This design comes from an exercise in tuning for small area, a short achievable clock period and few clock cycles on the open sky130 flow, not from production work.
Function was checked by simulation only, so behaviour that the tests miss may differ from the original.
Power is estimated from default activity; no workload was simulated.

Setup of north:
## top
module top (
	input		start,
	input		reset,
	input 	clk,
	input			load,
	input	[5:0]	load_addr,
	input	[7:0]	a_data,
	input	[7:0]	b_data,
	input	[5:0]	c_addr,
	output reg		done,
	output	[18:0]	c_data
	);
	reg [7:0] wa [0:63];
	reg [7:0] wb [0:63];
	reg [7:0] xa [0:63];
	reg [7:0] xb [0:63];
	reg busy;
	integer n;
	always @(posedge clk) begin
		if (load) begin
			wa[load_addr] <= a_data;
			wb[load_addr] <= b_data;
		end
		if (start)
			for (n = 0; n < 64; n = n + 1) begin
				xa[n] <= wa[n];
				xb[n] <= wb[n];
			end
	end
	always @(posedge clk) begin
		if (reset) begin
			done <= 1'b0;
			busy <= 1'b0;
		end else if (start) begin
			done <= 1'b0;
			busy <= 1'b1;
		end else if (busy) begin
			done <= 1'b1;
			busy <= 1'b0;
		end
	end
	wire [2:0] k = c_addr[2:0];
	wire [2:0] j = c_addr[5:3];
	wire [7:0] ra0 = xa[{3'd0, k}], ra1 = xa[{3'd1, k}], ra2 = xa[{3'd2, k}], ra3 = xa[{3'd3, k}];
	wire [7:0] ra4 = xa[{3'd4, k}], ra5 = xa[{3'd5, k}], ra6 = xa[{3'd6, k}], ra7 = xa[{3'd7, k}];
	wire [7:0] rb0 = xb[{j, 3'd0}], rb1 = xb[{j, 3'd1}], rb2 = xb[{j, 3'd2}], rb3 = xb[{j, 3'd3}];
	wire [7:0] rb4 = xb[{j, 3'd4}], rb5 = xb[{j, 3'd5}], rb6 = xb[{j, 3'd6}], rb7 = xb[{j, 3'd7}];
  ...
Settings: LEC_CHECK=0, ABC_AREA=1, CAP_MARGIN=20, CORE_MARGIN=2, CORE_UTILIZATION=55, CTS_CLUSTER_DIAMETER=90, CTS_CLUSTER_SIZE=28, PLACE_DENSITY=0.68, SETUP_SLACK_MARGIN=1.5, SLEW_MARGIN=20; clock period 7.0 ns.
standard.sh (not shown) runs the stock make flow with config.mk's settings and CLKGATE_MAP_FILE= SYNTH_SCRIPT=/design/flow/synth_recipe.tcl, a recipe that flattens the netlist after the stock synthesis.
==> flow/flow/run.sh <==
#!/bin/bash
# The standard layout with two changes to how it is made:
#  - Yosys's synth runs without its early ABC pass (-noabc), which otherwise
#    remaps the compressor tree before extract_fa and leaves inverters between
#    the full-adder cells (the flow's later ABC pass still maps the rest);
#  - the port buffers that placement inserts on every input and output are
#    buf_4 cells instead of the delay cells buffer_ports picks by default.
# Everything else, from floorplan to the final DEF, is the standard flow.
set -euo pipefail
bash standard.sh SYNTH_ARGS=-noabc "BUFFER_PORTS_ARGS=-buffer_cell sky130_fd_sc_hd__buf_4" finish > standard_flow.log 2>&1
Testbench counts of north, summed over its fixed seeds: cycles 3,680.
Edits applied to the flow inputs when going from north to south:
Settings: ABC_AREA no longer set, was 1; SETUP_SLACK_MARGIN now 1.0, was 1.5; CORE_UTILIZATION now 40, was 55; PLACE_DENSITY no longer set, was 0.68.
==> flow/run.sh (new file) <==
#!/bin/bash
# synth_recipe.tcl (not shown) runs the flow's synth.tcl, then flattens the netlist and writes it again
# the make line also repeats each setting of config.mk as NAME=value (left out here)
make -C /OpenROAD-flow-scripts/flow DESIGN_CONFIG=/design/flow/config.mk WORK_HOME=/design/flow/orfs CLKGATE_MAP_FILE= SYNTH_SCRIPT=/design/flow/synth_recipe.tcl finish
removed: flow/flow/run.sh
removed: flow/standard.sh
south: all stages complete, timing, DRC and antenna checks passed. north completed; timing, DRC and antenna clean. south falls short of north in achievable frequency. Compared south vs north, and clock buffer count in the final layout is down in south. c_addr[3] as the critical path launch point was reported by south, and c_addr[5] by north. Compared with north, south shows first-pass GRT wire length that has gone up by a few percent.

---

## job 3546
top again, from the RTL that the note above started with.
// top
module top (
	input		start,
	input		reset,
	input 	clk,
	input			load,
	input	[5:0]	load_addr,
	input	[7:0]	a_data,
	input	[7:0]	b_data,
	input	[5:0]	c_addr,
	output reg		done,
	output	[18:0]	c_data
	);
	reg [7:0] wa [0:63];
	reg [7:0] wb [0:63];
	reg [7:0] xa [0:63];
	reg [7:0] xb [0:63];
	reg busy;
	integer n;
	always @(posedge clk) begin
		if (load) begin
			wa[load_addr] <= a_data;
			wb[load_addr] <= b_data;
		end
		if (start)
			for (n = 0; n < 64; n = n + 1) begin
				xa[n] <= wa[n];
				xb[n] <= wb[n];
			end
	end
	always @(posedge clk) begin
		if (reset) begin
			done <= 1'b0;
			busy <= 1'b0;
		end else if (start) begin
			done <= 1'b0;
			busy <= 1'b1;
		end else if (busy) begin
			done <= 1'b1;
			busy <= 1'b0;
		end
	end
	wire [2:0] k = c_addr[2:0];
	wire [2:0] j = c_addr[5:3];
	wire [7:0] ra0 = xa[{3'd0, k}], ra1 = xa[{3'd1, k}], ra2 = xa[{3'd2, k}], ra3 = xa[{3'd3, k}];
	wire [7:0] ra4 = xa[{3'd4, k}], ra5 = xa[{3'd5, k}], ra6 = xa[{3'd6, k}], ra7 = xa[{3'd7, k}];
	wire [7:0] rb0 = xb[{j, 3'd0}], rb1 = xb[{j, 3'd1}], rb2 = xb[{j, 3'd2}], rb3 = xb[{j, 3'd3}];
	wire [7:0] rb4 = xb[{j, 3'd4}], rb5 = xb[{j, 3'd5}], rb6 = xb[{j, 3'd6}], rb7 = xb[{j, 3'd7}];
	wire [8:0] pp0_0, pp0_1, pp0_2, pp0_3;
	wire [3:0] ng0;
  ...
Settings: LEC_CHECK=0, CAP_MARGIN=20, CORE_MARGIN=2, CORE_UTILIZATION=40, SETUP_SLACK_MARGIN=1.0, SLEW_MARGIN=20; clock period 7.0 ns.
run.sh (not shown) runs the stock make flow with config.mk's settings and CLKGATE_MAP_FILE= SYNTH_SCRIPT=/design/flow/synth_recipe.tcl, a recipe that flattens the netlist after the stock synthesis.
Stock flow here: none of the scripts above is used.
Testbench counts of job 3546, summed over its fixed seeds: cycles 3,680.
[inputs] job 7548 vs job 3546
- swapping 1.0 for 1.2 in SETUP_SLACK_MARGIN
- swapping 40 for 55 in CORE_UTILIZATION
- putting PLACE_DENSITY at 0.68 where nothing was set
- putting CTS_CLUSTER_DIAMETER at 90 where nothing was set
- putting CTS_CLUSTER_SIZE at 28 where nothing was set
==> flow/flow/run.sh (new file) <==
#!/bin/bash
# The standard layout, with Yosys's synth run without its early ABC pass
# (-noabc). That pass remaps the compressor tree before extract_fa and leaves
# inverters between the full-adder cells; the flow's own later ABC pass still
# maps all remaining logic. Everything else is the standard flow.
set -euo pipefail
bash standard.sh SYNTH_ARGS=-noabc finish > standard_flow.log 2>&1
==> flow/standard.sh (new file) <==
#!/bin/bash
# synth_recipe.tcl (not shown) runs the flow's synth.tcl, then flattens the netlist and writes it again
# the make line also repeats each setting of config.mk as NAME=value (left out here)
make -C /OpenROAD-flow-scripts/flow DESIGN_CONFIG=/design/flow/config.mk WORK_HOME=/design/flow/orfs CLKGATE_MAP_FILE= SYNTH_SCRIPT=/design/flow/synth_recipe.tcl "${@:-finish}"
removed: flow/run.sh
## What came out
Comparing job 7548 and job 3546, the lower number of antenna violations at the first check in global routing was measured on job 3546. Power of the sequential group delta (job 7548 -> job 3546): insignificant. When job 7548 is set beside job 3546, its total met2 wirelength after detailed routing turns out to be 3.7 mm smaller.
Here is what was changed in the inputs of job 5162 compared with job 7548.
- a change of CORE_UTILIZATION from 55 to 40
- a deleted PLACE_DENSITY that had been 0.68
- a change of SETUP_SLACK_MARGIN from 1.2 to 1.0
--- outcome ---
| static leakage power | job 5162 vs job 7548 | ≈ equal |
Changes observed in job 5162 relative to job 7548: critical path depth dropped 2; core area climbed 37%; total of clock buffers placed in the layout dropped 2.
On setup slack after layout: between job 7548 and job 5162, it ends up higher for job 7548.
Routed wire in job 5162 totals less than in job 7548.

---

## oak
Starting RTL as in the previous note.
Settings: LEC_CHECK=0, CAP_MARGIN=20, CORE_MARGIN=2, CORE_UTILIZATION=40, SETUP_SLACK_MARGIN=2.0, SLEW_MARGIN=20; clock period 7.0 ns.
Stock flow here: none of the scripts above is used.
Testbench counts of oak, summed over its fixed seeds: cycles 3,680.
Setup changes, oak to pine
==> flow/flow/run.sh (new file) <==
#!/bin/bash
# The standard layout with two changes to how it is made:
#  - Yosys's synth runs without its early ABC pass (-noabc), which otherwise
#    remaps the compressor tree before extract_fa and leaves inverters between
#    the full-adder cells (the flow's later ABC pass still maps the rest);
#  - the port buffers that placement inserts on every input and output are
#    buf_4 cells instead of the delay cells buffer_ports picks by default.
# Everything else, from floorplan to the final DEF, is the standard flow.
set -euo pipefail
bash standard.sh SYNTH_ARGS=-noabc "BUFFER_PORTS_ARGS=-buffer_cell sky130_fd_sc_hd__buf_4" finish > standard_flow.log 2>&1
==> flow/standard.sh (new file) <==
#!/bin/bash
# synth_recipe.tcl (not shown) runs the flow's synth.tcl, then flattens the netlist and writes it again
# the make line also repeats each setting of config.mk as NAME=value (left out here)
make -C /OpenROAD-flow-scripts/flow DESIGN_CONFIG=/design/flow/config.mk WORK_HOME=/design/flow/orfs CLKGATE_MAP_FILE= SYNTH_SCRIPT=/design/flow/synth_recipe.tcl "${@:-finish}"
diff --git a/flow/config.mk b/flow/config.mk
--- a/flow/config.mk
+++ b/flow/config.mk
@@ -6,7 +6,11 @@
 export NUM_CORES = 4
 export LEC_CHECK = 0
+export ABC_AREA = 1
 export CAP_MARGIN = 20
 export CORE_MARGIN = 2
-export CORE_UTILIZATION = 40
-export SETUP_SLACK_MARGIN = 2.0
+export CORE_UTILIZATION = 65
+export CTS_CLUSTER_DIAMETER = 90
+export CTS_CLUSTER_SIZE = 28
+export PLACE_DENSITY = 0.78
+export SETUP_SLACK_MARGIN = 1.5
 export SLEW_MARGIN = 20
removed: flow/run.sh
[summary]
- pine vs oak — core utilization rose 21 points.
- Relative to oak, the share of the synthesized area in compound gates (AO/OA/AOI/OAI) of pine is lower by 7.6 points.
- Per the final summary, pine finished and its layout is clean on timing, DRC and antenna.
- pine — fraction of area in clock buffers and inverters 3.3 points lower, oak as reference
- Diff oak and pine: count of non-CTS inverters in the layout higher in pine
- Delta (pine minus oak): least setup slack across all paths after layout +0.18 ns, average vias per placed instance +0.46, antenna diode instance count went up by 5.
Here is what was changed in the inputs of birch compared with pine.
diff --git a/flow/config.mk b/flow/config.mk
--- a/flow/config.mk
+++ b/flow/config.mk
@@ -9,8 +9,7 @@
 export CAP_MARGIN = 20
 export CORE_MARGIN = 2
-export CORE_UTILIZATION = 65
+export CORE_UTILIZATION = 40
 export CTS_CLUSTER_DIAMETER = 90
 export CTS_CLUSTER_SIZE = 28
-export PLACE_DENSITY = 0.78
-export SETUP_SLACK_MARGIN = 1.5
+export SETUP_SLACK_MARGIN = 1.0
 export SLEW_MARGIN = 20
### Flow results
Summary of the comparison: detailed-route wire length per cell is lower in birch, relative to pine. birch: final period demand of the worst path higher than pine. Compared with pine, in birch total number of placement rows moved up, total number of vias moved down, post-route clock period utilization moved up. Against pine, post-route total power in birch came out better. Compared to pine, birch was floorplanned on a bigger die. Taking birch as 1.0, pine lands at 0.887 on instance count after placement with tap cells included. Worst-case hold slack: birch < pine. Taking pine as the reference, in birch synthesized instance count held, first-pass iteration count of the detailed router has increased.

---

Starting RTL as in the previous note.
## top
module top (
	input		start,
	input		reset,
	input 	clk,
	input			load,
	input	[5:0]	load_addr,
	input	[7:0]	a_data,
	input	[7:0]	b_data,
	input	[5:0]	c_addr,
	output reg		done,
	output	[18:0]	c_data
	);
export LEC_CHECK = 0
export ABC_AREA = 1
export CAP_MARGIN = 20
export CORE_MARGIN = 2
export CORE_UTILIZATION = 55
export CTS_CLUSTER_DIAMETER = 90
export CTS_CLUSTER_SIZE = 28
export PLACE_DENSITY = 0.68
export SETUP_SLACK_MARGIN = 1.5
export SLEW_MARGIN = 20
create_clock -name core_clock -period 7.0 [get_ports {clk}]
Stock flow here: none of the scripts above is used.
The starting point completed without violations.
Testbench counts at the start, summed over its fixed seeds: cycles 3,680.
==> next run, changes <==
==> flow/flow/run.sh (new file) <==
#!/bin/bash
# The standard layout, with Yosys's synth run without its early ABC pass
# (-noabc). That pass remaps the compressor tree before extract_fa and leaves
# inverters between the full-adder cells; the flow's own later ABC pass still
# maps all remaining logic. Everything else is the standard flow.
set -euo pipefail
bash standard.sh SYNTH_ARGS=-noabc finish > standard_flow.log 2>&1
==> flow/standard.sh (new file) <==
#!/bin/bash
# synth_recipe.tcl (not shown) runs the flow's synth.tcl, then flattens the netlist and writes it again
# the make line also repeats each setting of config.mk as NAME=value (left out here)
make -C /OpenROAD-flow-scripts/flow DESIGN_CONFIG=/design/flow/config.mk WORK_HOME=/design/flow/orfs CLKGATE_MAP_FILE= SYNTH_SCRIPT=/design/flow/synth_recipe.tcl "${@:-finish}"
==> flow/config.mk (replaced) <==
export PLATFORM = sky130hd
export DESIGN_NAME = top
export DESIGN_NICKNAME = top
export VERILOG_FILES = /design/flow/design.v
export SDC_FILE = /design/flow/constraint.sdc
export NUM_CORES = 4
export LEC_CHECK = 0
export CAP_MARGIN = 20
export CORE_MARGIN = 2
export CORE_UTILIZATION = 40
export CTS_CLUSTER_DIAMETER = 90
export CTS_CLUSTER_SIZE = 28
export SETUP_SLACK_MARGIN = 1.4
export SLEW_MARGIN = 20
removed: flow/run.sh
The changed run completed without violations. Combinational power hardly moves. Utilization drops by 16 points. Critical path depth drops by 5. Setup slack degrades by 0.24 ns. Non-clock buffer count climbs by 97. Synthesized area is about the same. Total power climbs by 1.9%. Synthesized cell count falls by 23%. Sequential cell count stays the same. Routed wire length came out higher by 12%.

---

run 1:
Starting RTL as in the previous note.
export LEC_CHECK = 0
export ABC_AREA = 1
export CAP_MARGIN = 20
export CORE_MARGIN = 2
export CORE_UTILIZATION = 55
export CTS_CLUSTER_DIAMETER = 90
export CTS_CLUSTER_SIZE = 28
export PLACE_DENSITY = 0.68
export SETUP_SLACK_MARGIN = 2.0
export SLEW_MARGIN = 20
create_clock -name core_clock -period 7.0 [get_ports {clk}]
standard.sh (not shown) runs the stock make flow with config.mk's settings and CLKGATE_MAP_FILE= SYNTH_SCRIPT=/design/flow/synth_recipe.tcl, a recipe that flattens the netlist after the stock synthesis.
==> flow/flow/run.sh <==
#!/bin/bash
# The standard layout with two changes to how it is made:
#  - Yosys's synth runs without its early ABC pass (-noabc), which otherwise
#    remaps the compressor tree before extract_fa and leaves inverters between
#    the full-adder cells (the flow's later ABC pass still maps the rest);
#  - the port buffers that placement inserts on every input and output are
#    buf_4 cells instead of the delay cells buffer_ports picks by default.
# Everything else, from floorplan to the final DEF, is the standard flow.
set -euo pipefail
bash standard.sh SYNTH_ARGS=-noabc "BUFFER_PORTS_ARGS=-buffer_cell sky130_fd_sc_hd__buf_4" finish > standard_flow.log 2>&1
Testbench counts of run 1, summed over its fixed seeds: cycles 3,680.
### run 1 -> run 2
Settings: a deleted PLACE_DENSITY that had been 0.68; a change of CORE_UTILIZATION from 55 to 40; a change of SETUP_SLACK_MARGIN from 2.0 to 1.0.
==> flow/flow/run.sh <==
#!/bin/bash
# The standard layout, with Yosys's synth run without its early ABC pass
# (-noabc). That pass remaps the compressor tree before extract_fa and leaves
# inverters between the full-adder cells; the flow's own later ABC pass still
# maps all remaining logic. Everything else is the standard flow.
set -euo pipefail
bash standard.sh SYNTH_ARGS=-noabc finish > standard_flow.log 2>&1
### Flow results
- Run 2 and run 1 ended up with nearly the same multi-input combinational gate total.
- When the final numbers for run 2 and run 1 were put side by side, the slew at the pin closest to its max-slew limit turned out to be smaller in run 1.
- Run 1 → run 2: share of total power in combinational logic -4.3 points, area growth from synthesis to layout decreased 6.4 points, final clock period utilization by the worst path picked up an extra 6.8 points.
- Placed cell area: run 2 > run 1
- Against run 1, run 2 reports a core utilization that is lower.
Input changes introduced in run 3 (baseline for comparison: run 2):
Settings: a change of CORE_UTILIZATION from 40 to 60; a deleted CTS_CLUSTER_DIAMETER that had been 90; an added PLACE_DENSITY of 0.72; a deleted CTS_CLUSTER_SIZE that had been 28; a deleted ABC_AREA that had been 1; an added CTS_BUF_LIST of sky130_fd_sc_hd__clkbuf_4 sky130_fd_sc_hd__clkbuf_8; a deleted SETUP_SLACK_MARGIN that had been 1.0.
==> flow/run.sh (new file) <==
#!/bin/bash
# synth_recipe.tcl (not shown) runs the flow's synth.tcl, then flattens the netlist and writes it again
# the make line also repeats each setting of config.mk as NAME=value (left out here)
make -C /OpenROAD-flow-scripts/flow DESIGN_CONFIG=/design/flow/config.mk WORK_HOME=/design/flow/orfs CLKGATE_MAP_FILE= SYNTH_SCRIPT=/design/flow/synth_recipe.tcl finish
removed: flow/flow/run.sh
removed: flow/standard.sh
### Flow results
- Global-route usage: run 3 vs run 2 up 13 points
- The die of run 3 is smaller than the one used in run 2.
- Looking at via count, run 3 sits 560 higher than run 2 does.
- The synthesized cell count number comes out lower for run 3 vs run 2.
- Run 3 vs. run 2: power share of the sequential group went down by 3.3 points.
- The clock buffer count number comes out higher for run 3 vs run 2.
- Diff run 2 -> run 3: final estimated routing congestion in global placement went up about 11%, final worst-path setup slack went down 0.64 ns, total detailed-routing wirelength went up about 3%.
diff inputs: run 3 => run 4
Settings: swapping 60 for 40 in CORE_UTILIZATION; clearing PLACE_DENSITY, which used to be 0.72; clearing CTS_BUF_LIST, which used to be sky130_fd_sc_hd__clkbuf_4 sky130_fd_sc_hd__clkbuf_8; putting SETUP_SLACK_MARGIN at 1.0 where nothing was set.
==> flow/flow/run.sh (new file) <==
#!/bin/bash
# The standard layout, with Yosys's synth run without its early ABC pass
# (-noabc). That pass remaps the compressor tree before extract_fa and leaves
# inverters between the full-adder cells; the flow's own later ABC pass still
# maps all remaining logic. Everything else is the standard flow.
set -euo pipefail
bash standard.sh SYNTH_ARGS=-noabc finish > standard_flow.log 2>&1
==> flow/standard.sh (new file) <==
#!/bin/bash
# synth_recipe.tcl (not shown) runs the flow's synth.tcl, then flattens the netlist and writes it again
# the make line also repeats each setting of config.mk as NAME=value (left out here)
make -C /OpenROAD-flow-scripts/flow DESIGN_CONFIG=/design/flow/config.mk WORK_HOME=/design/flow/orfs CLKGATE_MAP_FILE= SYNTH_SCRIPT=/design/flow/synth_recipe.tcl "${@:-finish}"
removed: flow/run.sh
[summary]
Run 4 was carried through to the last stage, and its layout satisfied the timing, design-rule and antenna checks. In the tables for run 4 and run 3, max-slew headroom at the worst pin reads higher with run 4. Run 4 against run 3: relative contribution of combinational cells to total power shrank by 0.6 points; mean cell area of the mapped netlist grew by 0.77 um^2.

separate check: timing with driven ports:
No port has a modelled driver above. Below, the same layouts with a new extraction and two added sets of constraints.
Step 1: set_driving_cell puts a clkbuf_16 on clk and a buf_2 on each other input, an assumption about the parent block.
Step 2 times the ports against the registers' clock, not the clock port: input delays grow and output delays shrink by t, the midpoint of the rising clock arrivals with the driver on.
Slacks: ideal / step 1 / step 2; pairs: ideal / step 1.
run | t, ns | setup WS [ns] | worst register clock-pin slew, ns
north | 0.817 | 1.559 / 1.523 / 0.767 | 0.11 / 0.11
south | 0.853 | 0.998 / 1.029 / 0.176 | 0.11 / 0.11
job 3546 | 0.939 | 1.037 / 1.004 / 0.144 | 0.08 / 0.08
job 7548 | 0.822 | 1.192 / 1.150 / 0.329 | 0.12 / 0.12
job 5162 | 0.862 | 1.030 / 1.020 / 0.198 | 0.11 / 0.11
oak | 0.955 | 1.285 / 1.260 / 0.327 | 0.07 / 0.07
pine | 0.816 | 1.460 / 1.509 / 0.693 | 0.11 / 0.11
birch | 0.844 | 1.115 / 1.117 / 0.274 | 0.11 / 0.11
the first run of note 4 | 0.842 | 1.421 / 1.476 / 0.634 | 0.11 / 0.11
the second run of note 4 | 0.872 | 1.177 / 1.087 / 0.336 | 0.11 / 0.11
run 1 | 0.834 | 1.652 / 1.534 / 0.700 | 0.11 / 0.11
run 2 | 0.847 | 1.175 / 1.113 / 0.351 | 0.11 / 0.11
run 3 | 1.061 | 0.531 / 0.455 / -0.290 | 0.07 / 0.07
run 4 | 0.927 | 0.956 / 0.966 / 0.039 | 0.09 / 0.09
Met with ideal ports but missed after step 2: setup timing in run 3. The setup slack of oak, which loses most, moves by -0.025 ns with the drivers and by -0.958 ns with both steps.
